Context: an optimization exercise on an open-source flow, tuned for small area. The choices shown serve that exercise and are no tape-out recipe. No run shown here included a check of the RTL's function; only the layout flow was run. No activity file was given, so power comes from the tool's default toggle rates.

==> flow/design.v (outline; a module is shown in full before it is edited, if it fits) <==
// module vlt_tab: 382 lines
// module vlt: 547 lines
// module vfa: 1 lines
// module vha: 1 lines
module vlt (
    input clock
  , input reset
  , input important
  , input [8:0] opcode
  , input [9:0] start_ts
  , input [9:0] end_ts
  , input [11:0] prev_vbits
  , output [3:0] iq_shift1
  , output [3:0] iq_shift2
  , output iq_shift1_v
  , output iq_shift2_v
  , output [17:0] iq_vbits
  , output [3:0] rob_shift1
  , output [3:0] rob_shift2
  , output rob_shift1_v
  , output rob_shift2_v
  , output [17:0] rob_vbits
  , output [3:0] lq_shift1
  , output [3:0] lq_shift2
  , output lq_shift1_v
  , output lq_shift2_v
  , output [17:0] lq_vbits
  , output [3:0] sq_shift1
  , output [3:0] sq_shift2
  , output sq_shift1_v
  , output sq_shift2_v
  , output [17:0] sq_vbits
  , output [3:0] instbuff_shift1
  , output [3:0] instbuff_shift2
  , output instbuff_shift1_v
  , output instbuff_shift2_v
  , output [17:0] instbuff_vbits
  , input [11:0] total_qvbits0
  , input [11:0] total_qvbits1
  , input [11:0] total_qvbits2
  , input [11:0] total_qvbits3
  , input [9:0] rf_vbits_adj
  , input rf_vbits_adj_mode
  , input [11:0] total_sq_vbits
  , input [31:0] rf_live_vector
  , input [31:0] rf_kill_vector
  , output [19:0] total_svf
  , output [9:0] counter_iq
  , output [9:0] counter_rob
  , output [9:0] counter_lq
  , output [9:0] counter_sq
  , output [9:0] counter_instbuff
  );
  // ...
==> flow/flow/run.sh <==
#!/bin/bash
# Own layout flow: the standard synthesis (standard.sh, unchanged), then the
# combinational cells between the standard synthesis's registers and adder cells are
# re-mapped by ABC for area (remap.tcl), then the standard layout steps.
# Port buffers use sky130_fd_sc_hd__buf_1.
# Logs: synth.log (standard synthesis), remap.log (yosys/ABC re-map), standard.log (the
# layout steps); each ORFS step also keeps its own log under orfs/logs/.
set -euo pipefail
HERE=$(pwd)
R=$HERE/orfs/results/sky130hd/vlt/base
export BUFFER_PORTS_ARGS="-buffer_cell sky130_fd_sc_hd__buf_1"
bash standard.sh $R/1_2_yosys.v > synth.log 2>&1
cp $R/1_2_yosys.v std_1_2_yosys.v
YOSYS=$FLOW_HOME/../tools/install/yosys/bin/yosys
[ -x "$YOSYS" ] || YOSYS=yosys
LIB=$FLOW_HOME/platforms/sky130hd/lib/sky130_fd_sc_hd__tt_025C_1v80.lib
DU=$(grep -o -- "-dont_use [^ ]*" $HERE/orfs/logs/sky130hd/vlt/base/1_2_yosys.log | sort -u | tr '\n' ' ')
printf 'strash\ndch -f\nmap -a\namap\ntopo\n' > area.abc
cat > remap.ys <<Y
read_liberty -ignore_miss_func $LIB
read_verilog std_1_2_yosys.v
hierarchy -top $FLOW_TOP
select -module $FLOW_TOP -list
Y
KEEP=$(grep -o "sky130_fd_sc_hd__[a-z0-9_]*" std_1_2_yosys.v | sort -u | grep -E "__(fa|ha|df|sdf|edf|dl|conb)" | tr '\n' ' ')
cat > remap.ys <<Y
read_liberty -ignore_miss_func $LIB
read_verilog std_1_2_yosys.v
hierarchy -top $FLOW_TOP
setattr -mod -set keep_hierarchy 1 $KEEP
flatten
blackbox $KEEP
delete t:\$scopeinfo
opt_clean -purge
tee -o remap_before.txt stat -liberty $LIB
abc -script area.abc -liberty $LIB $DU
opt_clean -purge
splitnets
opt_clean -purge
hilomap -singleton -hicell sky130_fd_sc_hd__conb_1 HI -locell sky130_fd_sc_hd__conb_1 LO
insbuf -buf sky130_fd_sc_hd__buf_4 A X
opt_clean -purge
tee -o remap_after.txt stat -liberty $LIB
write_verilog -noattr -nohex -nodec -noexpr remap_1_2_yosys.v
Y
$YOSYS -l remap.log -q remap.ys > /dev/null 2>&1
grep -q "^module $FLOW_TOP" remap_1_2_yosys.v
cp remap_1_2_yosys.v $R/1_2_yosys.v
touch $R/1_2_yosys.v
bash standard.sh > standard.log 2>&1
==> flow/standard.sh <==
#!/bin/bash
# synth_recipe.tcl (not shown) runs the flow's synth.tcl, then flattens the netlist and writes it again
# the make line also repeats each setting of config.mk as NAME=value (left out here)
make -C /OpenROAD-flow-scripts/flow DESIGN_CONFIG=/design/flow/config.mk WORK_HOME=/design/flow/orfs CLKGATE_MAP_FILE= SYNTH_SCRIPT=/design/flow/synth_recipe.tcl "${@:-finish}"
==> flow/config.mk <==
export PLATFORM = sky130hd
export DESIGN_NAME = vlt
export DESIGN_NICKNAME = vlt
export VERILOG_FILES = /design/flow/design.v
export SDC_FILE = /design/flow/constraint.sdc
export NUM_CORES = 4
export LEC_CHECK = 0
export ABC_AREA = 1
export CAP_MARGIN = 20
export CORE_MARGIN = 2
export CORE_UTILIZATION = 40
export PLACE_DENSITY = 0.6
export SLEW_MARGIN = 20
export SYNTH_HIERARCHICAL = 1
export SYNTH_MINIMUM_KEEP_SIZE = 0
==> flow/constraint.sdc <==
create_clock -name core_clock -period 9.0 [get_ports {clock}]
set_input_delay 1.8000 -clock core_clock [delete_from_list [all_inputs] [get_ports {clock}]]
set_output_delay 1.8000 -clock core_clock [all_outputs]
set_load 0.01 [all_outputs]
==> metrics.md, run 1 <==
| Metric | Value |
|---|---|
| Maximum root-to-sink buffer count | `2` |
| Biggest consumer | `combinational logic` |
| Peak-usage layer in the global routing report | `met2` |
| Total design power | `0.00353 W` |
| Root cell of the clock tree | `clkbuf_16` |
| Highest cell delay on the worst timing path | `0.38 ns` |
| Max-slew headroom at the worst pin | `between 30 and 40%` |
| Layout check faults | `setup timing` |
| Required time worst endpoint | `7.20 ns` |
| Final Slew Violations | `0` |
| Outcome | `complete, but fails checks` |
| Gp weighted congestion | `slightly below 1` |
| Met1 WL | `about 16 mm` |
| Highest routing layer actually used | `met4` |
| Kind of start point of the critical path | `primary input` |
| Area of the mapped netlist | `11800 sq um` |
| Count of non-CTS buffers in the layout | `552` |
| Count of maximum capacitance violations | `0` |
| Register-to-Register Setup Slack | `1.48 ns` |
| Wire length on met2 | `20.1 mm` |
| Start point of the critical path | `opcode[3]` |
| Worst Hold Endpoint | `cnt[0]$_SDFF_PP0_` |
| Destination of the worst register-to-register timing path | `svf[18]$_SDFF_PP0_` |
| Overflow left after global routing | `0` |
| I/O pin total | `389` |
| Number of tapcells | `384` |
| Worst path setup slack after routing | `-0.255 ns` |
| Worst slack at placement | `-0.383 ns` |
| Global-route wire length before repair | `60.5 mm` |
| Final number of setup-violating endpoints | `5` |
| Max reg flops | `32` |
| Global routing met1 resource utilization | `approximately a third` |
| TNS Setup | `-0.667 ns` |
| Estimated wirelength of the detail-placed design | `32.8 mm` |
==> run 2: changes to the inputs <==
--- a/flow/design.v
+++ b/flow/design.v
@@ -8,381 +8,358 @@
   output f0, f1, f2, f3, f4, f5, f6, f7, f8, f9, f10, f11, f12, f13, f14, f15,
     f16, f17, f18, f19, f20, f21, f22, f23, f24, c_iq0, c_iq1, c_iq2,
     c_iq3, c_rob0, c_rob1, c_rob2, c_lsq0, c_lsq1, c_lsq2, c_instbuff0,
     c_instbuff1, c_instbuff2, c_instbuff3;
   wire new_n50, new_n51, new_n52, new_n53, new_n54, new_n55, new_n56,
     new_n57, new_n58, new_n59, new_n60, new_n61, new_n62, new_n63, new_n64,
     new_n65, new_n66, new_n67, new_n68, new_n69, new_n70, new_n71, new_n72,
     new_n73, new_n74, new_n75, new_n76, new_n77, new_n78, new_n79, new_n80,
-    new_n81, new_n82, new_n83, new_n84, new_n85, new_n86, new_n87, new_n88,
-    new_n89, new_n90, new_n91, new_n92, new_n93, new_n94, new_n95, new_n96,
-    new_n97, new_n98, new_n99, new_n100, new_n101, new_n102, new_n103,
-    new_n104, new_n105, new_n106, new_n107, new_n108, new_n109, new_n110,
+    new_n81, new_n82, new_n83, new_n84, new_n85, new_n87, new_n88, new_n89,
+    new_n90, new_n91, new_n92, new_n93, new_n94, new_n95, new_n96, new_n97,
+    new_n98, new_n99, new_n100, new_n101, new_n102, new_n103, new_n104,
+    new_n105, new_n106, new_n107, new_n108, new_n109, new_n110, new_n111,
     new_n112, new_n113, new_n114, new_n115, new_n116, new_n117, new_n118,
     new_n119, new_n120, new_n121, new_n122, new_n123, new_n124, new_n125,
-    new_n126, new_n127, new_n129, new_n130, new_n131, new_n132, new_n133,
+    new_n126, new_n128, new_n129, new_n130, new_n131, new_n132, new_n133,
     new_n134, new_n135, new_n136, new_n137, new_n138, new_n139, new_n140,
-    new_n141, new_n142, new_n143, new_n145, new_n147, new_n148, new_n149,
-    new_n150, new_n151, new_n152, new_n153, new_n154, new_n155, new_n156,
-    new_n157, new_n158, new_n159, new_n160, new_n161, new_n162, new_n163,
-    new_n164, new_n165, new_n166, new_n169, new_n170, new_n171, new_n172,
-    new_n173, new_n174, new_n175, new_n176, new_n177, new_n178, new_n179,
-    new_n180, new_n181, new_n182, new_n183, new_n184, new_n185, new_n186,
-    new_n187, new_n188, new_n189, new_n190, new_n191, new_n192, new_n193,
-    new_n194, new_n195, new_n196, new_n197, new_n198, new_n199, new_n200,
-    new_n201, new_n202, new_n203, new_n204, new_n205, new_n207, new_n208,
-    new_n209, new_n210, new_n212, new_n213, new_n214, new_n215, new_n216,
-    new_n217, new_n218, new_n219, new_n220, new_n221, new_n222, new_n223,
-    new_n224, new_n225, new_n226, new_n227, new_n228, new_n229, new_n230,
-    new_n231, new_n232, new_n233, new_n234, new_n235, new_n237, new_n238,
-    new_n239, new_n240, new_n241, new_n242, new_n243, new_n244, new_n245,
-    new_n246, new_n248, new_n249, new_n250, new_n251, new_n252, new_n253,
-    new_n254, new_n255, new_n257, new_n258, new_n259, new_n260, new_n261,
-    new_n263, new_n264, new_n265, new_n266, new_n267, new_n269, new_n270,
-    new_n272, new_n273, new_n274, new_n275, new_n276, new_n278, new_n279,
-    new_n280, new_n281, new_n282, new_n283, new_n284, new_n285, new_n286,
-    new_n287, new_n288, new_n289, new_n290, new_n291, new_n292, new_n293,
-    new_n294, new_n295, new_n296, new_n297, new_n299, new_n300, new_n301,
-    new_n302, new_n303, new_n304, new_n306, new_n307, new_n308, new_n309,
-    new_n310, new_n311, new_n313, new_n314, new_n318, new_n321, new_n322,
-    new_n326, new_n327, new_n328, new_n329, new_n330, new_n332, new_n333,
-    new_n334, new_n335, new_n337, new_n338, new_n339, new_n340, new_n341,
-    new_n342, new_n343, new_n344, new_n346, new_n348, new_n349, new_n350,
-    new_n351, new_n352, new_n354, new_n355, new_n356, new_n358, new_n360,
-    new_n362, new_n363, new_n364, new_n365, new_n367, new_n368, new_n369,
-    new_n371, new_n372, new_n373, new_n374, new_n376;
-  assign new_n50 = ~x1 & ~x2;
-  assign new_n51 = ~x6 & ~x7;
-  assign new_n52 = x5 & ~new_n51;
-  assign new_n53 = x6 & x7;
-  assign new_n54 = ~new_n51 & ~new_n53;
-  assign new_n55 = ~new_n52 & ~new_n54;
-  assign new_n56 = x4 & ~x5;
-  assign new_n57 = ~new_n55 & ~new_n56;
-  assign new_n58 = x3 & new_n50;
-  assign new_n59 = ~x5 & new_n51;
-  assign new_n60 = new_n58 & ~new_n59;
-  assign new_n61 = ~new_n57 & new_n60;
-  assign new_n62 = x4 & new_n58;
-  assign new_n63 = ~new_n52 & new_n62;
-  assign new_n64 = ~x3 & ~x4;
-  assign new_n65 = ~x1 & new_n64;
-  assign new_n66 = x2 & ~x5;
-  assign new_n67 = new_n65 & new_n66;
-  assign new_n68 = ~x6 & ~x8;
-  assign new_n69 = x7 & new_n68;
-  assign new_n70 = x0 & new_n51;
-  assign new_n71 = x6 & x8;
-  assign new_n72 = ~new_n70 & ~new_n71;
-  assign new_n73 = ~new_n69 & new_n72;
-  assign new_n74 = new_n67 & new_n73;
-  assign new_n75 = x5 & x8;
-  assign new_n76 = ~x9 & ~new_n75;
-  assign new_n77 = ~new_n52 & new_n65;
-  assign new_n78 = ~new_n50 & ~new_n77;
-  assign new_n79 = x2 & ~x7;
-  assign new_n80 = x5 & x7;
-  assign new_n81 = ~x4 & new_n80;
-  assign new_n82 = ~new_n79 & ~new_n81;
-  assign new_n83 = x6 & ~new_n82;
-  assign new_n84 = ~new_n78 & new_n83;
-  assign new_n85 = ~new_n76 & new_n84;
-  assign new_n86 = ~new_n74 & ~new_n85;
-  assign new_n87 = x3 & ~new_n86;
-  assign new_n88 = ~new_n63 & ~new_n87;
-  assign new_n89 = ~x6 & x8;
-  assign new_n90 = ~x8 & x9;
-  assign new_n91 = ~new_n89 & ~new_n90;
-  assign new_n92 = new_n65 & new_n79;
-  assign new_n93 = ~new_n91 & new_n92;
-  assign new_n94 = ~x7 & ~x8;
-  assign new_n95 = ~x5 & x6;
-  assign new_n96 = new_n94 & new_n95;
-  assign new_n97 = ~x7 & x9;
-  assign new_n98 = new_n89 & new_n97;
-  assign new_n99 = x7 & ~new_n89;
-  assign new_n100 = new_n76 & new_n99;
-  assign new_n101 = ~new_n98 & ~new_n100;
-  assign new_n102 = ~new_n59 & new_n91;
-  assign new_n103 = new_n55 & new_n102;
-  assign new_n104 = new_n101 & new_n103;
-  assign new_n105 = ~new_n96 & ~new_n104;
-  assign new_n106 = x3 & x4;
-  assign new_n107 = x1 & ~x2;
-  assign new_n108 = new_n106 & new_n107;
-  assign new_n109 = ~new_n105 & new_n108;
-  assign new_n110 = ~new_n93 & ~new_n109;
-  assign f2 = ~new_n78 | ~new_n110;
-  assign new_n112 = new_n58 & new_n80;
-  assign new_n113 = new_n68 & new_n112;
-  assign new_n114 = x9 & new_n59;
-  assign new_n115 = x8 & ~x9;
-  assign new_n116 = x6 & ~x7;
-  assign new_n117 = new_n115 & new_n116;
-  assign new_n118 = ~new_n114 & ~new_n117;
-  assign new_n119 = x4 & new_n118;
-  assign new_n120 = x5 & x6;
-  assign new_n121 = ~new_n94 & new_n120;
-  assign new_n122 = ~x3 & new_n50;
-  assign new_n123 = ~new_n121 & new_n122;
-  assign new_n124 = ~new_n119 & new_n123;
-  assign new_n125 = new_n51 & new_n67;
-  assign new_n126 = ~new_n62 & ~new_n125;
-  assign new_n127 = ~new_n124 & new_n126;
-  assign f8 = ~new_n113 & ~new_n127;
-  assign new_n129 = ~new_n64 & ~new_n106;
-  assign new_n130 = x7 & x9;
-  assign new_n131 = ~x4 & ~new_n130;
-  assign new_n132 = new_n52 & new_n131;
-  assign new_n133 = ~new_n129 & ~new_n132;
-  assign new_n134 = ~x8 & ~new_n133;
-  assign new_n135 = new_n84 & new_n134;
-  assign new_n136 = x9 & new_n135;
-  assign new_n137 = ~x4 & ~x8;
-  assign new_n138 = new_n61 & new_n137;
-  assign new_n139 = x4 & new_n113;
-  assign new_n140 = ~x6 & new_n67;
-  assign new_n141 = x7 & new_n140;
-  assign new_n142 = ~new_n139 & ~new_n141;
-  assign new_n143 = ~new_n138 & new_n142;
-  assign c_rob2 = new_n136 | ~new_n143;
-  assign new_n145 = ~f8 & ~c_rob2;
-  assign f7 = f2 & new_n145;
-  assign new_n147 = ~x5 & x8;
-  assign new_n148 = ~new_n51 & new_n147;
-  assign new_n149 = new_n105 & ~new_n148;
-  assign new_n150 = ~new_n97 & ~new_n149;
-  assign new_n151 = ~x5 & ~new_n150;
-  assign new_n152 = new_n101 & ~new_n151;
-  assign new_n153 = new_n50 & new_n64;
-  assign new_n154 = ~new_n152 & new_n153;
-  assign new_n155 = x4 & x9;
-  assign new_n156 = ~x8 & new_n155;
-  assign new_n157 = new_n55 & new_n156;
-  assign new_n158 = ~x7 & new_n56;
-  assign new_n159 = new_n68 & new_n158;
-  assign new_n160 = x8 & x9;
-  assign new_n161 = new_n56 & new_n160;
-  assign new_n162 = new_n54 & new_n161;
-  assign new_n163 = ~new_n159 & ~new_n162;
-  assign new_n164 = new_n133 & new_n163;
-  assign new_n165 = ~new_n157 & new_n164;
-  assign new_n166 = ~new_n154 & new_n165;
-  assign f9 = f8 & ~new_n166;
-  assign c_rob0 = f7 | f9;
-  assign new_n169 = new_n50 & ~c_rob0;
-  assign new_n170 = ~new_n150 & ~new_n169;
-  assign new_n171 = new_n65 & new_n95;
-  assign new_n172 = ~new_n153 & ~new_n171;
-  assign new_n173 = ~new_n51 & ~new_n172;
-  assign new_n174 = new_n170 & new_n173;
-  assign new_n175 = new_n110 & ~new_n174;
-  assign new_n176 = ~x6 & new_n106;
-  assign new_n177 = new_n50 & ~new_n64;
-  assign new_n178 = ~new_n176 & new_n177;
-  assign new_n179 = new_n88 & new_n178;
-  assign new_n180 = new_n175 & ~new_n179;
-  assign new_n181 = x0 & ~new_n180;
-  assign new_n182 = x0 & new_n62;
-  assign new_n183 = new_n59 & new_n182;
-  assign new_n184 = new_n86 & ~new_n183;
-  assign new_n185 = ~new_n181 & new_n184;
-  assign new_n186 = ~x9 & new_n94;
-  assign new_n187 = new_n65 & new_n186;
-  assign new_n188 = ~new_n185 & new_n187;
-  assign new_n189 = c_rob0 & ~new_n188;
-  assign new_n190 = new_n88 & ~new_n189;
-  assign new_n191 = ~new_n88 & new_n189;
-  assign new_n192 = ~x0 & ~new_n191;
-  assign new_n193 = ~new_n190 & new_n192;
-  assign new_n194 = new_n61 & ~new_n193;
-  assign new_n195 = x8 & new_n141;
-  assign new_n196 = ~new_n188 & ~new_n195;
-  assign new_n197 = x0 & x5;
-  assign new_n198 = ~new_n76 & new_n197;
-  assign new_n199 = x4 & new_n50;
-  assign new_n200 = ~new_n160 & new_n199;
-  assign new_n201 = new_n198 & new_n200;
-  assign new_n202 = ~new_n74 & ~new_n201;
-  assign new_n203 = new_n51 & ~new_n202;
-  assign new_n204 = ~x6 & new_n198;
-  assign new_n205 = ~new_n175 & new_n204;
-  assign f15 = ~x3 & new_n169;
-  assign new_n207 = ~new_n94 & new_n95;
-  assign new_n208 = ~new_n150 & ~new_n207;
-  assign new_n209 = x0 & ~new_n208;
-  assign new_n210 = new_n153 & new_n209;
-  assign f10 = ~f15 & new_n210;
-  assign new_n212 = ~new_n56 & ~new_n186;
-  assign new_n213 = ~new_n158 & ~new_n212;
-  assign new_n214 = ~new_n53 & ~new_n95;
-  assign new_n215 = new_n90 & ~new_n214;
-  assign new_n216 = new_n97 & new_n147;
-  assign new_n217 = new_n54 & ~new_n155;
-  assign new_n218 = ~new_n216 & ~new_n217;
-  assign new_n219 = ~new_n215 & new_n218;
-  assign new_n220 = ~new_n213 & new_n219;
-  assign new_n221 = ~new_n64 & ~new_n220;
-  assign new_n222 = ~new_n124 & ~f7;
-  assign new_n223 = new_n221 & ~new_n222;
-  assign new_n224 = new_n113 & new_n198;
-  assign new_n225 = x0 & new_n125;
-  assign new_n226 = ~new_n224 & ~new_n225;
-  assign new_n227 = ~new_n63 & new_n226;
-  assign new_n228 = ~new_n223 & new_n227;
-  assign new_n229 = new_n53 & new_n75;
-  assign new_n230 = ~new_n159 & ~new_n229;
-  assign new_n231 = new_n58 & ~new_n230;
-  assign new_n232 = new_n93 & ~new_n133;
-  assign new_n233 = ~new_n135 & ~new_n232;
-  assign new_n234 = ~new_n231 & new_n233;
-  assign new_n235 = new_n228 & new_n234;
-  assign f5 = x0 & ~new_n235;
-  assign new_n237 = new_n52 & new_n62;
-  assign new_n238 = ~f5 & new_n237;
-  assign new_n239 = ~f10 & ~new_n238;
-  assign new_n240 = ~new_n205 & new_n239;
-  assign new_n241 = ~new_n203 & new_n240;
-  assign new_n242 = new_n196 & new_n241;
-  assign new_n243 = ~new_n194 & new_n242;
-  assign new_n244 = new_n50 & new_n243;
-  assign new_n245 = new_n65 & ~new_n170;
-  assign new_n246 = ~x8 & new_n245;
-  assign f13 = ~x8 & new_n141;
-  assign new_n248 = ~new_n63 & ~new_n171;
-  assign new_n249 = ~f13 & new_n248;
-  assign new_n250 = new_n246 & ~new_n249;
-  assign new_n251 = ~new_n246 & new_n249;
-  assign new_n252 = ~new_n250 & ~new_n251;
-  assign new_n253 = ~new_n244 & ~new_n252;
-  assign new_n254 = ~x0 & ~new_n253;
-  assign new_n255 = x5 & new_n93;
+    new_n141, new_n142, new_n143, new_n144, new_n145, new_n146, new_n147,
+    new_n148, new_n149, new_n150, new_n151, new_n152, new_n153, new_n154,
+    new_n155, new_n156, new_n157, new_n158, new_n159, new_n160, new_n161,
+    new_n162, new_n163, new_n164, new_n165, new_n166, new_n167, new_n168,
+    new_n169, new_n170, new_n172, new_n173, new_n174, new_n175, new_n176,
+    new_n177, new_n178, new_n179, new_n180, new_n181, new_n182, new_n183,
+    new_n184, new_n185, new_n186, new_n187, new_n188, new_n190, new_n191,
+    new_n192, new_n193, new_n194, new_n195, new_n196, new_n197, new_n198,
+    new_n199, new_n200, new_n201, new_n202, new_n203, new_n204, new_n205,
+    new_n206, new_n208, new_n209, new_n210, new_n211, new_n212, new_n213,
+    new_n214, new_n216, new_n217, new_n218, new_n220, new_n221, new_n222,
+    new_n226, new_n227, new_n228, new_n229, new_n230, new_n231, new_n232,
+    new_n233, new_n234, new_n235, new_n236, new_n237, new_n238, new_n239,
+    new_n240, new_n241, new_n242, new_n243, new_n244, new_n245, new_n246,
+    new_n248, new_n249, new_n250, new_n251, new_n252, new_n253, new_n254,
+    new_n256, new_n257, new_n258, new_n259, new_n261, new_n263, new_n264,
+    new_n265, new_n266, new_n267, new_n270, new_n271, new_n272, new_n273,
+    new_n274, new_n275, new_n276, new_n277, new_n278, new_n279, new_n280,
+    new_n281, new_n283, new_n284, new_n289, new_n290, new_n292, new_n293,
+    new_n296, new_n297, new_n298, new_n299, new_n300, new_n301, new_n302,
+    new_n304, new_n305, new_n306, new_n307, new_n308, new_n309, new_n310,
+    new_n312, new_n313, new_n314, new_n315, new_n316, new_n317, new_n320,
+    new_n321, new_n322, new_n324, new_n325, new_n326, new_n327, new_n329,
+    new_n330, new_n331, new_n332, new_n333, new_n334, new_n336, new_n337,
+    new_n338, new_n339, new_n340, new_n342, new_n344, new_n345, new_n347,
+    new_n348, new_n350, new_n351, new_n354, new_n355, new_n356;
+  assign new_n50 = ~x3 & ~x4;
+  assign new_n51 = ~x1 & new_n50;
+  assign new_n52 = ~x6 & ~x7;
+  assign new_n53 = x5 & ~new_n52;
+  assign new_n54 = new_n51 & ~new_n53;
+  assign new_n55 = x7 & ~x8;
+  assign new_n56 = ~x5 & ~new_n55;
+  assign new_n57 = new_n54 & ~new_n56;
+  assign new_n58 = ~x7 & ~x8;
+  assign new_n59 = x9 & new_n58;
+  assign new_n60 = x8 & ~new_n53;
+  assign new_n61 = ~new_n59 & ~new_n60;
+  assign new_n62 = x6 & new_n51;
+  assign new_n63 = ~new_n61 & new_n62;
+  assign new_n64 = ~new_n57 & ~new_n63;
+  assign new_n65 = ~x1 & ~x2;
+  assign new_n66 = x3 & x4;
+  assign new_n67 = x5 & ~x6;
+  assign new_n68 = new_n55 & new_n67;
+  assign new_n69 = new_n66 & ~new_n68;
+  assign new_n70 = x6 & ~x7;
+  assign new_n71 = x8 & ~x9;
+  assign new_n72 = new_n70 & new_n71;
+  assign new_n73 = ~x7 & x9;
+  assign new_n74 = ~x5 & ~x6;
+  assign new_n75 = new_n73 & new_n74;
+  assign new_n76 = x4 & ~new_n75;
+  assign new_n77 = ~new_n72 & new_n76;
+  assign new_n78 = x5 & x6;
+  assign new_n79 = ~new_n58 & new_n78;
+  assign new_n80 = ~x3 & ~new_n79;
+  assign new_n81 = ~new_n77 & new_n80;
+  assign new_n82 = ~new_n69 & ~new_n81;
+  assign new_n83 = new_n65 & ~new_n82;
+  assign new_n84 = ~x5 & new_n51;
+  assign new_n85 = new_n52 & new_n84;
+  assign f8 = new_n83 | new_n85;
+  assign new_n87 = new_n64 & ~new_n65;
+  assign new_n88 = ~x9 & new_n55;
+  assign new_n89 = new_n51 & new_n88;
+  assign new_n90 = ~x2 & ~new_n89;
+  assign new_n91 = new_n78 & ~new_n90;
+  assign new_n92 = x8 & x9;
+  assign new_n93 = ~x8 & ~x9;
+  assign new_n94 = ~new_n92 & ~new_n93;
+  assign new_n95 = x3 & ~x5;
+  assign new_n96 = ~x7 & new_n95;
+  assign new_n97 = ~new_n94 & new_n96;
+  assign new_n98 = ~new_n91 & ~new_n97;
+  assign new_n99 = ~new_n87 & ~new_n98;
+  assign new_n100 = ~x4 & new_n65;
+  assign new_n101 = x3 & x5;
+  assign new_n102 = new_n100 & new_n101;
+  assign new_n103 = new_n52 & new_n102;
+  assign new_n104 = ~new_n59 & ~new_n88;
+  assign new_n105 = new_n101 & ~new_n104;
+  assign new_n106 = ~new_n50 & ~new_n66;
+  assign new_n107 = ~new_n92 & ~new_n106;
+  assign new_n108 = ~x6 & x7;
+  assign new_n109 = ~new_n70 & ~new_n108;
+  assign new_n110 = ~x3 & x9;
+  assign new_n111 = ~new_n109 & ~new_n110;
+  assign new_n112 = ~new_n107 & new_n111;
+  assign new_n113 = ~new_n105 & ~new_n112;
+  assign new_n114 = new_n102 & new_n113;
+  assign new_n115 = ~new_n103 & ~new_n114;
+  assign new_n116 = ~x8 & ~new_n115;
+  assign new_n117 = x2 & new_n54;
+  assign new_n118 = new_n108 & new_n117;
+  assign new_n119 = x3 & new_n65;
+  assign new_n120 = x4 & new_n119;
+  assign new_n121 = x6 & new_n55;
+  assign new_n122 = ~x5 & new_n100;
+  assign new_n123 = new_n121 & new_n122;
+  assign new_n124 = ~new_n120 & ~new_n123;
+  assign new_n125 = new_n82 & ~new_n124;
+  assign new_n126 = ~new_n118 & ~new_n125;
+  assign c_rob2 = new_n116 | ~new_n126;
+  assign new_n128 = new_n65 & new_n82;
+  assign new_n129 = ~c_rob2 & new_n128;
+  assign new_n130 = x4 & x9;
+  assign new_n131 = new_n121 & new_n130;
+  assign new_n132 = new_n113 & ~new_n131;
+  assign new_n133 = new_n129 & ~new_n132;
+  assign new_n134 = new_n52 & new_n120;
+  assign new_n135 = new_n58 & new_n74;
+  assign new_n136 = new_n132 & ~new_n135;
+  assign new_n137 = ~new_n53 & new_n136;
+  assign new_n138 = x7 & x8;
+  assign new_n139 = ~new_n58 & ~new_n138;
+  assign new_n140 = ~x2 & new_n66;
+  assign new_n141 = ~new_n71 & new_n140;
+  assign new_n142 = ~new_n139 & new_n141;
+  assign new_n143 = new_n137 & new_n142;
+  assign new_n144 = ~new_n134 & ~new_n143;
+  assign new_n145 = ~new_n133 & new_n144;
+  assign new_n146 = ~new_n99 & new_n145;
+  assign new_n147 = ~f8 & ~new_n146;
+  assign new_n148 = new_n55 & new_n102;
+  assign new_n149 = ~new_n147 & ~new_n148;
+  assign new_n150 = new_n64 & new_n149;
+  assign new_n151 = ~x0 & ~new_n150;
+  assign new_n152 = new_n52 & ~new_n92;
+  assign new_n153 = ~x5 & ~new_n152;
+  assign new_n154 = new_n67 & new_n93;
+  assign new_n155 = ~new_n153 & ~new_n154;
+  assign new_n156 = ~x4 & ~new_n78;
+  assign new_n157 = new_n53 & new_n71;
+  assign new_n158 = new_n156 & ~new_n157;
+  assign new_n159 = new_n65 & ~new_n158;
+  assign new_n160 = new_n81 & new_n159;
+  assign new_n161 = ~x9 & new_n160;
+  assign new_n162 = ~new_n74 & new_n117;
+  assign new_n163 = ~new_n161 & ~new_n162;
+  assign new_n164 = new_n155 & ~new_n163;
+  assign new_n165 = ~new_n103 & ~new_n164;
+  assign new_n166 = x0 & ~new_n165;
+  assign new_n167 = ~x3 & new_n65;
+  assign new_n168 = ~new_n129 & ~new_n167;
+  assign new_n169 = ~x0 & ~new_n168;
+  assign new_n170 = ~new_n166 & ~new_n169;
   assign f20 = x0 & f8;
-  assign new_n257 = ~new_n112 & ~new_n223;
-  assign new_n258 = ~x0 & ~new_n88;
-  assign new_n259 = new_n226 & ~new_n232;
-  assign new_n260 = ~new_n258 & new_n259;
-  assign new_n261 = ~new_n154 & new_n260;
-  assign c_iq1 = new_n181 | ~new_n261;
-  assign new_n263 = ~new_n257 & ~c_iq1;
-  assign new_n264 = ~new_n141 & ~new_n183;
-  assign new_n265 = ~new_n245 & new_n264;
-  assign new_n266 = ~new_n188 & new_n265;
-  assign new_n267 = ~new_n263 & new_n266;
-  assign f11 = ~new_n120 & new_n154;
-  assign new_n269 = ~new_n231 & ~f11;
-  assign new_n270 = ~x0 & ~new_n269;
-  assign f4 = ~new_n243 | new_n270;
-  assign new_n272 = ~x0 & ~new_n120;
-  assign new_n273 = f4 & new_n272;
-  assign new_n274 = new_n267 & ~new_n273;
-  assign new_n275 = new_n129 & ~new_n243;
-  assign new_n276 = new_n240 & ~new_n275;
-  assign f3 = ~new_n274 | ~new_n276;
-  assign new_n278 = ~f5 & ~f3;
-  assign new_n279 = new_n50 & ~f11;
-  assign new_n280 = new_n278 & new_n279;
-  assign new_n281 = ~new_n84 & new_n133;
-  assign new_n282 = ~new_n135 & ~new_n281;
-  assign new_n283 = new_n280 & new_n282;
-  assign new_n284 = ~f20 & ~new_n283;
-  assign new_n285 = x0 & new_n283;
-  assign new_n286 = ~new_n284 & ~new_n285;
-  assign new_n287 = new_n189 & ~new_n286;
-  assign new_n288 = ~x6 & x7;
-  assign new_n289 = f5 & ~new_n288;
-  assign new_n290 = ~new_n253 & ~new_n289;
-  assign new_n291 = ~new_n61 & ~new_n290;
-  assign new_n292 = ~new_n287 & new_n291;
-  assign new_n293 = ~new_n120 & ~new_n292;
-  assign new_n294 = ~new_n93 & ~new_n238;
-  assign new_n295 = ~new_n275 & new_n294;
-  assign new_n296 = ~new_n181 & ~new_n295;
-  assign new_n297 = new_n184 & ~new_n296;
-  assign c_iq2 = new_n280 | ~new_n297;
-  assign new_n299 = new_n50 & ~c_iq2;
-  assign new_n300 = ~new_n293 & new_n299;
-  assign new_n301 = ~new_n255 & ~new_n300;
-  assign new_n302 = x0 & new_n275;
-  assign new_n303 = new_n228 & ~new_n302;
-  assign new_n304 = new_n301 & new_n303;
-  assign f0 = new_n254 | ~new_n304;
-  assign new_n306 = ~f15 & ~new_n252;
-  assign new_n307 = ~new_n280 & new_n306;
-  assign new_n308 = new_n86 & ~new_n249;
-  assign new_n309 = ~new_n87 & ~new_n308;
-  assign new_n310 = ~f11 & new_n309;
-  assign new_n311 = new_n307 & new_n310;
-  assign f1 = x0 & ~new_n311;
-  assign new_n313 = ~x0 & new_n77;
-  assign new_n314 = new_n278 & ~new_n313;
-  assign f6 = new_n286 | ~new_n314;
-  assign f12 = f13 | f11;
+  assign new_n172 = ~new_n65 & f20;
+  assign new_n173 = ~new_n155 & new_n159;
+  assign new_n174 = ~new_n172 & ~new_n173;
+  assign new_n175 = ~new_n125 & ~new_n174;
+  assign new_n176 = new_n125 & new_n155;
+  assign new_n177 = x0 & new_n176;
+  assign new_n178 = new_n145 & ~new_n177;
+  assign new_n179 = ~new_n175 & new_n178;
+  assign new_n180 = new_n170 & new_n179;
+  assign new_n181 = ~new_n89 & ~new_n170;
+  assign new_n182 = ~new_n55 & ~new_n73;
+  assign new_n183 = ~new_n94 & ~new_n182;
+  assign new_n184 = x5 & ~new_n183;
+  assign new_n185 = new_n156 & new_n167;
+  assign new_n186 = ~x9 & new_n109;
+  assign new_n187 = new_n182 & ~new_n186;
+  assign new_n188 = new_n185 & ~new_n187;
+  assign f11 = ~new_n184 & new_n188;
+  assign new_n190 = ~new_n181 & ~f11;
+  assign new_n191 = new_n119 & new_n138;
+  assign new_n192 = new_n78 & new_n191;
+  assign new_n193 = ~new_n134 & ~new_n192;
+  assign new_n194 = ~new_n99 & new_n193;
+  assign new_n195 = ~new_n176 & new_n194;
+  assign new_n196 = ~new_n175 & new_n195;
+  assign new_n197 = new_n190 & ~new_n196;
+  assign new_n198 = new_n149 & ~new_n167;
+  assign new_n199 = ~new_n155 & ~new_n198;
+  assign new_n200 = ~new_n93 & ~new_n110;
+  assign new_n201 = new_n100 & ~new_n200;
+  assign new_n202 = ~new_n84 & ~new_n201;
+  assign new_n203 = ~x6 & ~new_n202;
+  assign new_n204 = ~new_n199 & ~new_n203;
+  assign new_n205 = ~x0 & ~new_n204;
+  assign new_n206 = new_n149 & new_n196;
+  assign f5 = x0 & ~new_n206;
+  assign new_n208 = ~x4 & ~new_n137;
+  assign new_n209 = x0 & x6;
+  assign new_n210 = new_n137 & ~new_n209;
+  assign new_n211 = new_n119 & ~new_n210;
+  assign new_n212 = ~new_n208 & new_n211;
+  assign new_n213 = ~f5 & new_n212;
+  assign new_n214 = ~new_n58 & new_n209;
+  assign f10 = f11 & new_n214;
+  assign new_n216 = ~new_n166 & ~f10;
+  assign new_n217 = ~new_n213 & new_n216;
+  assign new_n218 = ~new_n129 & ~new_n162;
+  assign f7 = new_n147 | ~new_n218;
+  assign new_n220 = ~new_n53 & new_n120;
+  assign new_n221 = ~new_n136 & new_n220;
+  assign new_n222 = ~new_n160 & ~f11;
+  assign f9 = new_n221 | ~new_n222;
+  assign c_rob0 = f7 | f9;
+  assign f15 = new_n167 & ~c_rob0;
+  assign new_n226 = ~new_n52 & new_n114;
+  assign new_n227 = ~new_n220 & ~new_n226;
+  assign new_n228 = x0 & ~new_n227;
+  assign new_n229 = ~x0 & ~new_n132;
+  assign new_n230 = x0 & new_n67;
+  assign new_n231 = ~x7 & new_n94;
+  assign new_n232 = new_n230 & new_n231;
+  assign new_n233 = ~new_n229 & ~new_n232;
+  assign new_n234 = ~new_n228 & new_n233;
+  assign new_n235 = new_n52 & new_n95;
+  assign new_n236 = x0 & ~new_n235;
+  assign new_n237 = new_n83 & new_n236;
+  assign new_n238 = new_n65 & ~new_n237;
+  assign new_n239 = ~new_n234 & new_n238;
+  assign new_n240 = ~new_n155 & new_n182;
+  assign new_n241 = new_n51 & new_n240;
+  assign new_n242 = ~new_n118 & ~new_n123;
+  assign new_n243 = ~new_n241 & new_n242;
+  assign new_n244 = ~new_n239 & new_n243;
+  assign new_n245 = ~f15 & new_n244;
+  assign new_n246 = new_n217 & new_n245;
+  assign f3 = new_n205 | ~new_n246;
+  assign new_n248 = ~new_n197 & ~f3;
+  assign new_n249 = new_n78 & new_n106;
+  assign new_n250 = ~new_n78 & ~new_n106;
+  assign new_n251 = x0 & ~new_n250;
+  assign new_n252 = ~new_n249 & new_n251;
+  assign new_n253 = ~new_n248 & new_n252;
+  assign new_n254 = new_n180 & ~new_n253;
+  assign f0 = new_n151 | ~new_n254;
+  assign new_n256 = ~new_n220 & ~new_n254;
+  assign new_n257 = x0 & ~new_n101;
+  assign new_n258 = ~new_n87 & new_n257;
+  assign new_n259 = ~f5 & ~new_n258;
+  assign f1 = ~new_n256 & ~new_n259;
+  assign new_n261 = ~f5 & ~f3;
+  assign f2 = ~new_n87 | ~new_n261;
+  assign new_n263 = f20 & new_n256;
+  assign new_n264 = ~new_n237 & new_n258;
+  assign new_n265 = ~new_n256 & new_n264;
+  assign new_n266 = ~new_n263 & ~new_n265;
+  assign new_n267 = x4 & new_n230;
+  assign c_instbuff3 = new_n191 & new_n267;
+  assign f23 = ~new_n266 | c_instbuff3;
+  assign new_n270 = new_n237 & ~f23;
+  assign new_n271 = ~new_n232 & ~new_n270;
+  assign new_n272 = f0 & ~new_n271;
+  assign new_n273 = new_n65 & ~f0;
+  assign new_n274 = ~x0 & new_n273;
+  assign new_n275 = new_n87 & new_n241;
+  assign new_n276 = new_n217 & ~new_n275;
+  assign new_n277 = ~new_n274 & new_n276;
+  assign new_n278 = ~new_n272 & new_n277;
+  assign new_n279 = ~new_n85 & ~new_n192;
+  assign new_n280 = ~f11 & new_n279;
+  assign new_n281 = ~x0 & ~new_n280;
+  assign f4 = ~new_n278 | new_n281;
+  assign new_n283 = ~x0 & new_n54;
+  assign new_n284 = new_n190 & ~new_n283;
+  assign f6 = ~new_n261 | ~new_n284;
+  assign f13 = ~x8 & new_n118;
+  assign f12 = f11 | f13;
   assign f18 = x0 & f15;
-  assign new_n318 = new_n118 & new_n210;
-  assign c_lsq2 = f13 | new_n318;
-  assign f14 = f18 & ~c_lsq2;
-  assign new_n321 = ~new_n115 & new_n210;
-  assign new_n322 = x0 & ~new_n321;
-  assign f16 = f15 & ~new_n322;
+  assign new_n289 = ~x6 & ~new_n240;
+  assign new_n290 = ~new_n231 & ~new_n289;
+  assign f14 = f18 & ~new_n290;
+  assign new_n292 = ~new_n71 & ~new_n155;
+  assign new_n293 = x0 & ~new_n292;
+  assign f16 = f15 & ~new_n293;
   assign f17 = ~x0 & f15;
-  assign f19 = ~new_n192 & ~new_n292;
-  assign new_n326 = f7 & new_n221;
-  assign new_n327 = new_n233 & ~new_n326;
-  assign new_n328 = ~new_n183 & new_n226;
-  assign new_n329 = new_n327 & new_n328;
-  assign new_n330 = ~new_n193 & new_n329;
-  assign f21 = new_n300 | ~new_n330;
-  assign new_n332 = ~new_n113 & ~new_n192;
-  assign new_n333 = ~new_n78 & ~new_n332;
-  assign new_n334 = new_n327 & ~new_n333;
-  assign new_n335 = ~new_n50 & ~new_n196;
-  assign f22 = ~new_n334 | new_n335;
-  assign new_n337 = f20 & new_n329;
-  assign new_n338 = ~new_n78 & ~new_n337;
-  assign new_n339 = new_n301 & ~new_n338;
-  assign new_n340 = x0 & ~new_n307;
-  assign new_n341 = ~f20 & ~new_n340;
-  assign new_n342 = ~new_n339 & ~new_n341;
-  assign new_n343 = new_n80 & new_n199;
-  assign new_n344 = new_n334 & new_n343;
-  assign f23 = new_n342 | new_n344;
-  assign new_n346 = ~new_n109 & ~new_n343;
-  assign f24 = ~new_n339 | ~new_n346;
-  assign new_n348 = ~new_n235 & ~new_n267;
-  assign new_n349 = x0 & ~new_n348;
-  assign new_n350 = new_n235 & new_n274;
-  assign new_n351 = ~new_n349 & ~new_n350;
-  assign new_n352 = ~new_n286 & new_n351;
-  assign c_iq0 = ~new_n243 | new_n352;
-  assign new_n354 = ~new_n66 & new_n245;
-  assign new_n355 = new_n310 & ~new_n354;
-  assign new_n356 = ~x0 & ~new_n283;
-  assign c_iq3 = ~new_n355 & ~new_n356;
-  assign new_n358 = ~new_n209 & f11;
-  assign c_lsq0 = f18 | new_n358;
-  assign new_n360 = f15 & ~new_n321;
-  assign c_lsq1 = f10 | new_n360;
-  assign new_n362 = new_n84 & new_n90;
-  assign new_n363 = ~f11 & ~new_n362;
-  assign new_n364 = ~new_n193 & new_n363;
-  assign new_n365 = ~new_n340 & new_n364;
-  assign c_instbuff0 = new_n342 | ~new_n365;
-  assign new_n367 = x0 & ~new_n304;
-  assign new_n368 = ~x3 & f20;
-  assign new_n369 = ~new_n191 & ~new_n368;
-  assign c_instbuff1 = new_n367 | ~new_n369;
-  assign new_n371 = ~new_n243 & ~f20;
-  assign new_n372 = ~new_n140 & ~new_n231;
-  assign new_n373 = ~f17 & new_n372;
-  assign new_n374 = ~new_n371 & new_n373;
-  assign c_instbuff2 = new_n342 | ~new_n374;
-  assign new_n376 = new_n80 & new_n89;
-  assign c_instbuff3 = new_n182 & new_n376;
+  assign new_n296 = x0 & ~new_n254;
+  assign new_n297 = ~x4 & new_n192;
+  assign new_n298 = ~new_n221 & ~new_n297;
+  assign new_n299 = ~new_n296 & new_n298;
+  assign new_n300 = ~new_n237 & new_n299;
+  assign new_n301 = f23 & new_n300;
+  assign new_n302 = ~f23 & ~new_n300;
+  assign f19 = new_n301 | new_n302;
+  assign new_n304 = new_n237 & new_n256;
+  assign new_n305 = ~new_n167 & f4;
+  assign new_n306 = ~new_n74 & new_n283;
+  assign new_n307 = new_n149 & ~new_n306;
+  assign new_n308 = new_n180 & new_n307;
+  assign new_n309 = ~f15 & ~new_n308;
+  assign new_n310 = ~new_n305 & new_n309;
+  assign f21 = new_n304 | new_n310;
+  assign new_n312 = ~f15 & ~new_n273;
+  assign new_n313 = x0 & ~new_n125;
+  assign new_n314 = ~new_n312 & ~new_n313;
+  assign new_n315 = ~new_n84 & ~new_n310;
+  assign new_n316 = ~new_n237 & ~f23;
+  assign new_n317 = ~new_n315 & new_n316;
+  assign f22 = new_n314 | new_n317;
+  assign f24 = f2 & ~new_n270;
+  assign new_n320 = x0 & new_n115;
+  assign new_n321 = ~new_n248 & ~new_n320;
+  assign new_n322 = ~new_n116 & ~new_n321;
+  assign c_iq0 = ~new_n278 | ~new_n322;
+  assign new_n324 = new_n227 & ~new_n296;
+  assign new_n325 = ~new_n228 & ~new_n324;
+  assign new_n326 = ~f11 & f6;
+  assign new_n327 = c_rob0 & ~new_n326;
+  assign c_iq1 = new_n325 | new_n327;
+  assign new_n329 = x8 & ~new_n115;
+  assign new_n330 = ~x0 & ~new_n329;
+  assign new_n331 = ~new_n87 & new_n241;
+  assign new_n332 = new_n227 & ~f12;
+  assign new_n333 = ~new_n331 & new_n332;
+  assign new_n334 = ~new_n330 & ~new_n333;
+  assign c_iq3 = f14 | new_n334;
+  assign new_n336 = new_n270 & c_iq3;
+  assign new_n337 = ~new_n254 & ~c_iq3;
+  assign new_n338 = new_n64 & ~new_n337;
+  assign new_n339 = ~new_n261 & ~new_n338;
+  assign new_n340 = f2 & ~new_n339;
+  assign c_iq2 = ~new_n336 & new_n340;
+  assign new_n342 = f11 & ~new_n214;
+  assign c_lsq0 = f18 | new_n342;
+  assign new_n344 = x0 & new_n292;
+  assign new_n345 = f15 & ~new_n344;
+  assign c_lsq1 = f10 | new_n345;
+  assign new_n347 = x0 & new_n185;
+  assign new_n348 = new_n290 & new_n347;
+  assign c_lsq2 = f13 | new_n348;
+  assign new_n350 = ~new_n296 & new_n310;
+  assign new_n351 = new_n266 & ~new_n270;
+  assign c_instbuff0 = new_n350 | ~new_n351;
+  assign c_instbuff1 = new_n270 | ~new_n299;
+  assign new_n354 = ~new_n310 & new_n321;
+  assign new_n355 = ~f8 & f4;
+  assign new_n356 = new_n266 & ~new_n355;
+  assign c_instbuff2 = new_n354 | ~new_n356;
   assign c_rob1 = f8;
 endmodule
 module vlt (
     input clock
   , input reset
   , input important
   , input [8:0] opcode
   , input [9:0] start_ts
==> run 2 against run 1 <==
Compared with the run above:
- total power shrank 1.0%
- clock power grew 4%
- clock-buffer cell count is the same
- worst setup slack gained 0.51 ns
- cell area shrank 5.1%
- first-iteration DRC count shrank 24%
- global-route usage shrank 0.85 points
- non-clock buffer count shrank 69
- largest power group unchanged
- final cell count shrank 2.9%
- die area grew 0.11%
- highest routed layer unchanged
- critical path depth shrank 17
- the run now finishes clean
- sequential share of layout area grew 0.72 points
==> metrics.md, run 2 <==
| Metric | Value |
|---|---|
| Die Height | `between 150 and 200 um` |
| Register area | `1960 sq um` |
| I/O pin total | `389 (unchanged)` |
| Wire per inst | `18.7 um` |
| TritonCTS clock tree | `built` |
| Later-pin clock latency in the skew report | `0.36 ns` |
| Largest fanout on the critical path | `5` |
| Share of cells above drive strength 1 | `9.01%` |
| Final worst clock skew | `0.0110 ns` |
| F_max | `about 110 MHz` |
| Antenna violations before repair | `1` |
| Max reg flops | `32 (unchanged)` |
| Outcome | `finished clean` |
| Synthesis Warnings | `7` |
| Die Outline Area | `30800 sq um` |
| Number of global-route vias before repair | `10600` |
| Commonest cells after routing, fill and taps aside | `buf_1 (370), clkinv_1 (187), fa_1 (180), nor2_1 (159), buf_4 (108)` |
| Net total in the final layout | `2087` |
| Worst hold-check path type | `reg -> reg` |
| Final number of setup-violating endpoints | `0 (-5)` |
| Regs by FF count | `live (32), svf (20), prev_r (12)` |
| Clk pin slew, worst setup/hold paths | `approximately 0.080 ns` |
| Most common cell after layout, fill and taps aside | `buf_1` |
| Effective utilization at floorplan | `40.8%` |
| Drt pass-1 iters | `7` |
| Areal power density over the cells | `roughly 250 nW/um^2` |
| Root cell of the clock tree | `clkbuf_16` |
| Cts bufs inserted | `9` |
| P&R area growth vs syn | `17.5%` |
| Avg Synthesized Cell Area | `9.25 sq um` |
| Worst Min Path Start | `cnt[0]$_SDFF_PP0_` |
| Final Slew Violations | `0 (unchanged)` |
| Destination of the worst register-to-register timing path | `svf[18]$_SDFF_PP0_` |
| Maximum vdd drop | `0.000287 V` |
| Final period utilization | `97.1%` |
| Area occupied by multi-input gates | `8150 sq um` |
| CTS sink count | `98` |
| Row cnt | `62` |
| Total Routed Length | `37.9 mm` |
| Crit path kind | `reg -> out` |
| Fill count | `2909` |
| Logic depth of the worst register-to-register path | `21` |
| Kind of start point of the critical path | `flop` |
| Overflow left after global routing | `0 (unchanged)` |
| Clock H-tree levels | `3` |
| Pin count of the biggest net entering global routing | `52` |
| Number of buffers added to fix hold violations after cts | `0` |
| Startpoint of the lowest-slack register-to-register path | `svf[6]$_SDFF_PP0_` |
| Via count | `10600` |
| Worst Setup End Kind | `output pin` |
| Hold slack | `0.503 ns` |
| Horizontal extent of the die | `~180 um` |
| Count of maximum capacitance violations | `0 (unchanged)` |
| Post-DRT Antenna Nets | `0` |
| Average via count per standard cell | `5.24` |
| Estimated wirelength of the detail-placed design | `32.2 mm (-1.9%)` |
| Count of final hold-check violations | `0` |
| 1st-iter DRT viols | `925` |
| Least-Margin Pin Slew | `roughly 1.1 ns` |
| GRT Util Overall | `24.6%` |
| PortBufs | `375` |
| Area of the mapped netlist | `11800 sq um (+0.12%)` |
| Register-to-Register Setup Slack | `1.52 ns (+0.04 ns)` |
| Largest Register | `live` |
| Inst Count DP | `around 2000` |
| Arrival time at the worst endpoint | `6.94 ns` |
| Syn Inst Count | `1273` |
| Maximum root-to-sink buffer count | `2 (unchanged)` |
| DR DRC count | `0` |
| Static leakage power | `between 5 and 6 nW` |
| Worst Hold Endpoint | `cnt[0]$_SDFF_PP0_` |
| Floorplan Core Area | `28900 sq um` |
| Final worst path period need | `8.74 ns` |
| Required time worst endpoint | `7.20 ns (about the same)` |
| Depth of the worst hold-timing path | `1` |
| Gp weighted congestion | `0.960 (-0.86%)` |
| Global-route wire length before repair | `58.2 mm (-3.8%)` |
| Max-slew headroom at the worst pin | `28.1% (-4.9 points)` |
| Number of non-filler instances in the completed layout | `2028` |
-- run 2: area by class of cell --
type                    instances  area share (%)
multi-input cells             857            58.9
well taps                     384            3.47
repair buffers                483            16.1
diodes                          1          0.0181
clock inverters                 7           0.552
inverters                     189            5.13
clock buffers                   9            1.63
flip-flops and latches         98            14.2
-- run 2: routing by layer --
layer  track usage [%]  part of all wire, %
met5                 0                    0
met4              8.71                  3.3
met3              4.35                  7.2
met2              43.8                   51
met1              29.9                   39
-- run 2: critical path, cell delays in order, from the launching register on --
cell	delay, ns
dfxtp_2	0.33
nor2_1	0.22
nand2_2	0.14
o221ai_1	0.33
ha_1	0.32
fa_1	0.41
fa_1	0.39
fa_1	0.38
fa_1	0.38
fa_1	0.38
fa_1	0.38
fa_1	0.39
fa_1	0.40
fa_2	0.36
fa_2	0.36
fa_2	0.37
fa_1	0.39
ha_1	0.29
clkinv_1	0.09
nor2_1	0.11
clkbuf_2	0.16
-- run 2: power by group --
part	internal (W)	total [W]	switching, W
combinational	0.00121	0.00248	0.00127
clock	0.000198	0.000403	0.000205
sequential	0.000527	0.000611	0.0000842
-- run 2: worst max path at each step --
stage | start | end | slack (ns) | cells past startpoint
4_1_cts | lsq_cr[2]$_SDFF_PP0_ | lq_vbits[16] | 0.03 | 21
5_1_grt | opcode[4] | instbuff_shift2[1] | -0.02 | 31
3_5_place_dp | rf_vbits_adj_mode | svf[18]$_SDFF_PP0_ | -0.33 | 23
2_1_floorplan | rf_vbits_adj[6] | svf[18]$_SDFF_PP0_ | 0.29 | 22
3_3_place_gp | rf_vbits_adj_mode | svf[18]$_SDFF_PP0_ | -0.24 | 23
6_report | lsq_cr[1]$_SDFF_PP0_ | lq_vbits[16] | 0.26 | 20
-- run 2: timing repair --
action,4_1_cts,5_1_grt
setup endpoints to repair,2,16
pin swaps,0,5
buffers inserted,0,1
resized for setup,1,28
-- run 2: stage by stage --
step	util (%)	instance area [sq um]	power, W	setup TNS [ns]	setup WS (ns)
after detailed placement	46.6	13500	0.00315	-0.803	-0.329
after global placement	46.6	13500	0.00308	-0.508	-0.239
final	47.9	13800	0.00350	0	0.259
after global routing	47.9	13800	0.00394	-0.0151	-0.0151
after CTS	47.7	13800	0.00356	0	0.0263
after floorplan	-	11800	0.00250	0	0.293
==> run 3: changes to the inputs <==
--- a/flow/flow/run.sh
+++ b/flow/flow/run.sh
@@ -16,5 +16,5 @@
 LIB=$FLOW_HOME/platforms/sky130hd/lib/sky130_fd_sc_hd__tt_025C_1v80.lib
 DU=$(grep -o -- "-dont_use [^ ]*" $HERE/orfs/logs/sky130hd/vlt/base/1_2_yosys.log | sort -u | tr '\n' ' ')
-printf 'strash\ndch -f\nmap -a\namap\ntopo\n' > area.abc
+printf 'strash\ndch -f\nmap -a\namap\ntopo\nbuffer -c\nupsize -c\ndnsize -c\n' > area.abc
 cat > remap.ys <<Y
 read_liberty -ignore_miss_func $LIB
@@ -34,5 +34,5 @@
 opt_clean -purge
 tee -o remap_before.txt stat -liberty $LIB
-abc -script area.abc -liberty $LIB $DU
+abc -script area.abc -liberty $LIB $DU -constr $HERE/orfs/objects/sky130hd/vlt/base/abc.constr -D 9000
 opt_clean -purge
 splitnets
==> run 3 against run 2 <==
Compared with the run above:
- still clean
- clock-buffer cell count increased by 1
- sequential power decreased by 1%
- sequential cell count unchanged
- routed wire length shrank 6.4%
- sequential share of layout area up 0.39 points
==> metrics.md, run 3 <==
| Metric | Value |
|---|---|
| Outcome | `finished clean` |
| Post-DRT Antenna Nets | `0 (unchanged)` |
| Areal power density over the cells | `261 nW/um^2 (+3.3%)` |
| Estimated wirelength of the detail-placed design | `29.9 mm (-7.0%)` |
| Gp weighted congestion | `0.957 (-0.26%)` |
| Pin count of the biggest net entering global routing | `99 (+90%)` |
| Crit path kind | `reg -> out` |
| Commonest cells after routing, fill and taps aside | `buf_1 (371), fa_1 (182), inv_1 (162), nor2_1 (150), dfxtp_1 (96)` |
| F_max | `114 MHz (-0.40%)` |
| Least-Margin Pin Slew | `1.05 ns (-0.0145 ns)` |
| Maximum root-to-sink buffer count | `2 (unchanged)` |
| Crit. path cell count | `20 (unchanged)` |
| Largest fanout on the critical path | `4 (-1)` |
| Number of global-route vias before repair | `10100 (-5.2%)` |
| Final period utilization | `97.5% (+0.39 points)` |
| Die Outline Area | `31700 sq um (+2.9%)` |
| Most common cell after layout, fill and taps aside | `buf_1` |
| Arrival time at the worst endpoint | `6.98 ns (+0.04 ns)` |
| Drt pass-1 iters | `12 (+5)` |
| CTS sink count | `98 (unchanged)` |
| Row cnt | `63 (+1.6%)` |
| Max reg flops | `32 (unchanged)` |
| Average via count per standard cell | `5.28 (+0.80%)` |
| Global routing met1 resource utilization | `30.4% (+0.44 points)` |
| Gates resized, CTS repair | `0 (-1)` |
| Hold slack | `0.496 ns (-0.00716 ns)` |
| Ant. Diodes | `0 (-1)` |
| Effective utilization at floorplan | `40.8% (about the same)` |
| Depth of the worst hold-timing path | `2 (+1)` |
| Register-to-Register Setup Slack | `1.48 ns (-0.04 ns)` |
| Final worst clock skew | `0.00950 ns (-0.00145 ns)` |
| Critical-path cell with the highest stage delay | `fa_1` |
| P&R area growth vs syn | `11.0%` |
| Final number of setup-violating endpoints | `0 (unchanged)` |
| I/O pin total | `389 (unchanged)` |
| TritonCTS clock tree | `built` |
| Setup Buffers After CTS | `0 (unchanged)` |
| Worst hold-check path type | `reg -> reg` |
| Fin area | `13500 sq um (-2.7%)` |
| Total Routed Length | `35.5 mm (-6.4%)` |
| Antenna violations before repair | `3 (+2)` |
| Highest cell delay on the worst timing path | `0.42 ns (about the same)` |
| Required time worst endpoint | `7.20 ns (about the same)` |
| Max-slew headroom at the worst pin | `29.8% (+1.7 points)` |
| DR DRC count | `0 (unchanged)` |
| Peak-usage layer in the global routing report | `met2` |
| Syn Inst Count | `1323 (+3.9%)` |
| Dominant delay contributor by cell family on the critical path | `adder cells` |
| Largest Register | `live` |
| Wire per inst | `18.1 um (-3.5%)` |
| Global-route wire length before repair | `54.5 mm (-6.4%)` |
| Regs by FF count | `live (32), svf (20), prev_r (12)` |
| Logic depth of the worst register-to-register path | `21 (unchanged)` |
| Number of buffers added to fix hold violations after cts | `0 (unchanged)` |
| GRT Util Overall | `22.3% (-2.4 points)` |
| Buf+Inv Stages, Crit Path | `2 (unchanged)` |
| 1st-iter DRT viols | `1056 (+14%)` |
| Avg Synthesized Cell Area | `9.17 sq um (-0.91%)` |
| Synthesis Warnings | `7 (unchanged)` |
| Share of cells above drive strength 1 | `8.05% (-0.95 points)` |
| Met2 usage | `36.3% (-7.5 points)` |
| Worst Setup End Kind | `output pin` |
| Cts bufs inserted | `9 (unchanged)` |
| Area of the mapped netlist | `12100 sq um (+3.0%)` |
| Maximum vdd drop | `0.000442 V (+54%)` |
| PortBufs | `375 (unchanged)` |
| Die Height | `178 um (+1.4%)` |
| Setup repair after global routing missed its margin | `no` |
| Final worst path period need | `8.78 ns (+0.0353 ns)` |
| Net total in the final layout | `2021 (-3.2%)` |
| Static leakage power | `6.04 nW (+5.4%)` |
| Fill count | `2983 (+2.5%)` |
| Clock H-tree levels | `3 (unchanged)` |
| Horizontal extent of the die | `178 um (+1.4%)` |
| Count of maximum capacitance violations | `0 (unchanged)` |
| Kind of start point of the critical path | `flop` |
| Met3 Track Usage GR | `4.58% (+0.23 points)` |
| CP dominant cell by count | `fa_1` |
| Clk pin slew, worst setup/hold paths | `0.08 ns (about the same)` |
| Overflow left after global routing | `0 (unchanged)` |
| Final Slew Violations | `0 (unchanged)` |
| Floorplan Core Area | `29700 sq um (+3.0%)` |
| Root cell of the clock tree | `clkbuf_16` |
| Later-pin clock latency in the skew report | `0.35 ns (about the same)` |
| Ordered cell list for the critical path | `nor2_2 -> nand2_1 -> o221ai_1 -> ha_1 -> fa_1 -> fa_1 -> fa_1 -> fa_1 -> fa_1 -> fa_1 -> fa_1 -> fa_1 -> fa_1 -> fa_1 -> fa_2 -> fa_1 -> ha_1 -> inv_1 -> nor2_1 -> clkbuf_2` |
| Count of final hold-check violations | `0 (unchanged)` |
| Instance area after placement | `13100 sq um (-2.4%)` |
| Via count | `10400 (-2.2%)` |
## run 3: final cells by class
type | instances | area, sq um | share of cell area (%)
Multi-Input combinational cell | 857 | 8270 | 61.4
Clock inverter | 6 | 57.6 | 0.428
Inverter | 189 | 712 | 5.29
Sequential cell | 98 | 1960 | 14.6
Timing Repair Buffer | 417 | 1730 | 12.9
Clock buffer | 10 | 239 | 1.78
Tap cell | 390 | 488 | 3.63
## run 3: final timing paths
check	end	startpoint
max	lq_vbits[16]	lsq_cr[0]$_SDFF_PP0_
min	live[23]$_SDFF_PP0_	live[23]$_SDFF_PP0_
max reg2reg	svf[18]$_SDFF_PP0_	svf[6]$_SDFF_PP0_
min reg2reg	live[23]$_SDFF_PP0_	live[23]$_SDFF_PP0_
## run 3: through the flow
stage / power, W / worst slack (ns) / cells / TNS (ns) / utilization (%)
after floorplan: 0.00253 / 0.00803 / 1335 / 0 / -
after global placement: 0.00313 / -0.173 / 1951 / -0.308 / 44.2
after detailed placement: 0.00317 / -0.289 / 1951 / -0.643 / 44.2
after CTS: 0.00361 / 0.0559 / 1967 / 0 / 45.2
after global routing: 0.00399 / 0.0152 / 1967 / 0 / 45.3
final: 0.00352 / 0.224 / 1967 / 0 / 45.3
## run 3: metal layers
metal | part of all wire, % | wire length [um]
met1 | 43 | 15300
met2 | 47 | 16700
met3 | 8.1 | 2890
met4 | 1.9 | 665
met5 | 0.12 | 41
## run 3: worst reg2reg max path, delay by kind of cell, from the launching register on
family / cells / cell delay, ns
AND/OR/NAND/NOR: 2 / 0.40
flip-flops: 1 / 0.35
adder cells (fa/ha/maj): 19 / 6.62
## run 3: where the power goes
part	switching (W)	total [W]	internal, W
Clock	0.000194	0.000396	0.000202
Sequential	0.0000763	0.000604	0.000527
Combinational	0.00130	0.00252	0.00122
==> run 4: changes to the inputs <==
==> flow/flow/run.sh (replaced) <==
#!/bin/bash
# The standard layout (the standard.sh, unchanged synthesis and steps), except that
# buffer_ports puts a sky130_fd_sc_hd__buf_1 on each input and output port instead of the
# cell it would pick itself. Each tool's output goes to the ORFS logs under orfs/logs/ and
# make's own output to standard.log.
set -euo pipefail
export BUFFER_PORTS_ARGS="-buffer_cell sky130_fd_sc_hd__buf_1"
bash standard.sh > standard.log 2>&1
==> run 4 against run 3 <==
Compared with the run above:
- still clean on timing, DRC and antenna
- die area rose by 5.1%
- critical path depth rose by 3
- final cell count rose by 16%
- worst hold slack improved by 0.015 ns
==> metrics.md, run 4 <==
| Metric | Value |
|---|---|
| GRT Util Overall | `23.6% (+1.3 points)` |
| DR DRC count | `0 (unchanged)` |
| Maximum root-to-sink buffer count | `2 (unchanged)` |
| Destination of the worst register-to-register timing path | `svf[19]$_SDFF_PP0_` |
| Horizontal extent of the die | `183 um (+2.5%)` |
| Root cell of the clock tree | `clkbuf_16` |
| Row cnt | `65 (+3.2%)` |
| Proportion of power drawn by combinational gates | `72.0% (+0.4 points)` |
| Switching share of total power | `48.6% (+4.1 points)` |
| Fill count | `3205 (+7.4%)` |
| Share of cells above drive strength 1 | `6.22% (-1.8 points)` |
| Count of final hold-check violations | `0 (unchanged)` |
| Inst Count DP | `2266 (+16%)` |
| Start point of the critical path | `rf_vbits_adj_mode` |
| Least-Margin Pin Slew | `0.988 ns (-0.0655 ns)` |
| Number of non-filler instances in the completed layout | `2283 (+16%)` |
| Kind of start point of the critical path | `primary input` |
| Final number of setup-violating endpoints | `0 (unchanged)` |
| Area of the mapped netlist | `12800 sq um (+5.2%)` |
| Max reg flops | `32 (unchanged)` |
| Worst hold-check path type | `reg -> reg` |
| Maximum vdd drop | `0.000393 V (-11%)` |
| Later-pin clock latency in the skew report | `0.36 ns (about the same)` |
| Internal Dissipation | `0.00192 W (-1.4%)` |
| Worst path setup slack after routing | `0.252 ns (+0.0280 ns)` |
| Areal power density over the cells | `266 nW/um^2 (+1.7%)` |
| Max-slew headroom at the worst pin | `34.1% (+4.3 points)` |
| Crit path kind | `in -> reg` |
| Die Height | `183 um (+2.5%)` |
| Wire per inst | `17.2 um (-4.9%)` |
| Largest Register | `live` |
| Die Outline Area | `33300 sq um (+5.1%)` |
| F_max | `114 MHz (+0.32%)` |
| Clock H-tree levels | `3 (unchanged)` |
| Clk pin slew, worst setup/hold paths | `0.08 ns (about the same)` |
| PortBufs | `375 (unchanged)` |
| Setup repair after global routing missed its margin | `no` |
| Final worst path period need | `8.75 ns (-0.0280 ns)` |
| Overflow left after global routing | `0 (unchanged)` |
| Regs by FF count | `live (32), svf (20), prev_r (12)` |
| Number of buffers added to fix hold violations after cts | `0 (unchanged)` |
| Arrival time at the worst endpoint | `8.98 ns (+2.00 ns)` |
| Via count | `11200 (+8.2%)` |
| Cts bufs inserted | `9 (unchanged)` |
| P&R area growth vs syn | `10.4%` |
| Post-DRT Antenna Nets | `0 (unchanged)` |
| Floorplan Core Area | `31500 sq um (+5.9%)` |
| Estimated wirelength of the detail-placed design | `33.5 mm (+12%)` |
| 1st-iter DRT viols | `655 (-38%)` |
| Antenna violations before repair | `2 (-1)` |
| Net load switching power | `0.00182 W (+16%)` |
| CTS sink count | `98 (unchanged)` |
| Outcome | `finished clean` |
| Effective utilization at floorplan | `40.5% (-0.27 points)` |
| Syn Inst Count | `1627 (+23%)` |
| Final period utilization | `97.2% (-0.31 points)` |
| I/O pin total | `389 (unchanged)` |
| Largest fanout on the critical path | `2 (-2)` |
| Startpoint of the lowest-slack register-to-register path | `svf[6]$_SDFF_PP0_` |
| Drt pass-1 iters | `7 (-5)` |
| Total Routed Length | `39.2 mm (+10%)` |
| Logic depth of the worst register-to-register path | `22 (+4.8%)` |
| Worst slack at placement | `-0.271 ns (+0.0184 ns)` |
| Final worst clock skew | `0.0112 ns (+0.00167 ns)` |
| Most common cell after layout, fill and taps aside | `buf_1` |
| Gp weighted congestion | `0.944 (-1.4%)` |
| Final Slew Violations | `0 (unchanged)` |
| Worst Setup End Kind | `flop` |
| TritonCTS clock tree | `built` |
| Clock share of power | `11.3% (about the same)` |
| Number of global-route vias before repair | `11300 (+13%)` |
## run 4: routing by layer
metal	track usage, %	vias to the layer above	wire, um
li1	-	5423	-
met1	30.0	5342	16600
met2	40.5	404	19100
met3	3.65	68	2160
met4	8.71	2	1400
met5	0	-	13
## run 4: modules after synthesis (local to each module, per instance)
module | cell area, sq um | flops+latches | cells
vlt_tab | 1540 | 0 | 291
vlt | 6890 | 98 | 1101
vfa | 20.0 | 0 | 1
vha | 12.5 | 0 | 1
## run 4: worst min-delay path by stage
stage | slack, ns | to | depth (start not counted) | from
global placement | 0.49 | live[23]$_SDFF_PP0_ | 2 | live[23]$_SDFF_PP0_
detailed placement | 0.50 | live[9]$_SDFF_PP0_ | 2 | live[9]$_SDFF_PP0_
floorplan | 0.46 | live[23]$_SDFF_PP0_ | 2 | live[23]$_SDFF_PP0_
CTS | 0.52 | live[9]$_SDFF_PP0_ | 2 | live[9]$_SDFF_PP0_
finish | 0.51 | live[9]$_SDFF_PP0_ | 2 | live[9]$_SDFF_PP0_
global route | 0.54 | live[23]$_SDFF_PP0_ | 2 | live[23]$_SDFF_PP0_
## run 4: through the flow
stage | hold slack (ns) | setup TNS, ns | util, % | power [W]
after CTS | 0.516 | 0 | 44.7 | 0.00381
final | 0.511 | 0 | 44.7 | 0.00374
after global placement | 0.489 | -0.260 | 43.6 | 0.00329
after detailed placement | 0.495 | -0.530 | 43.6 | 0.00337
after floorplan | 0.459 | 0 | - | 0.00266
after global routing | 0.536 | 0 | 44.7 | 0.00426
## run 4: cell families after synthesis
group,count (synthesis),share of synthesized area (%)
compound gates,174,8.05
flops,98,15.4
simple gates,649,22.0
buf+inv,422,16.3
fa+ha+maj,270,37.4
xor+xnor,13,0.892
other cells,1,0.0294
## run 4: power groups by stage
stage	Combinational (W)	Sequential, W	Clock, W
3_5_place_dp	0.00273	0.000632	0
2_1_floorplan	0.00206	0.000598	0
5_1_grt	0.00317	0.000635	0.000454
3_3_place_gp	0.00266	0.000635	0
6_report	0.00269	0.000626	0.000422
4_1_cts	0.00275	0.000624	0.000436
## run 4: repair_timing
action                     CTS  global route
setup endpoints to repair    2             8
gates resized for setup      3             9
setup buffers                0             0
## run 4: layout make-up
| cell class | instances | area (sq um) | share of cell area (%) |
|---|---|---|---|
| multi-input combinational | 1119 | 8790 | 62.4 |
| sequential | 98 | 1960 | 13.9 |
| timing repair buffer | 393 | 1550 | 11.0 |
| inverter | 254 | 953 | 6.77 |
| tap | 402 | 503 | 3.57 |
| clock buffer | 9 | 225 | 1.60 |
| clock inverter | 7 | 93.8 | 0.666 |
| antenna | 1 | 2.50 | 0.0178 |
## run 4: worst max-delay path, cell delays in order
cell      delay (ns)
clkbuf_2        0.11
xnor2_1         0.15
fa_1            0.45
fa_1            0.52
fa_1            0.45
fa_1            0.53
fa_1            0.43
fa_1            0.47
fa_1            0.42
fa_1            0.40
fa_2            0.37
fa_1            0.38
fa_1            0.38
fa_1            0.45
ha_1            0.21
or2_2           0.28
ha_1            0.19
ha_1            0.19
ha_1            0.19
ha_1            0.18
ha_1            0.20
xnor2_1         0.16
nor2_1          0.05

Check on run 4: ideal ports give 0.252 ns setup slack; a clkbuf_16 on the clock port and buf_2 on the inputs give 0.243 ns; moving port delays by the midpoint clock arrival (0.403 ns) as well gives -0.127 ns.
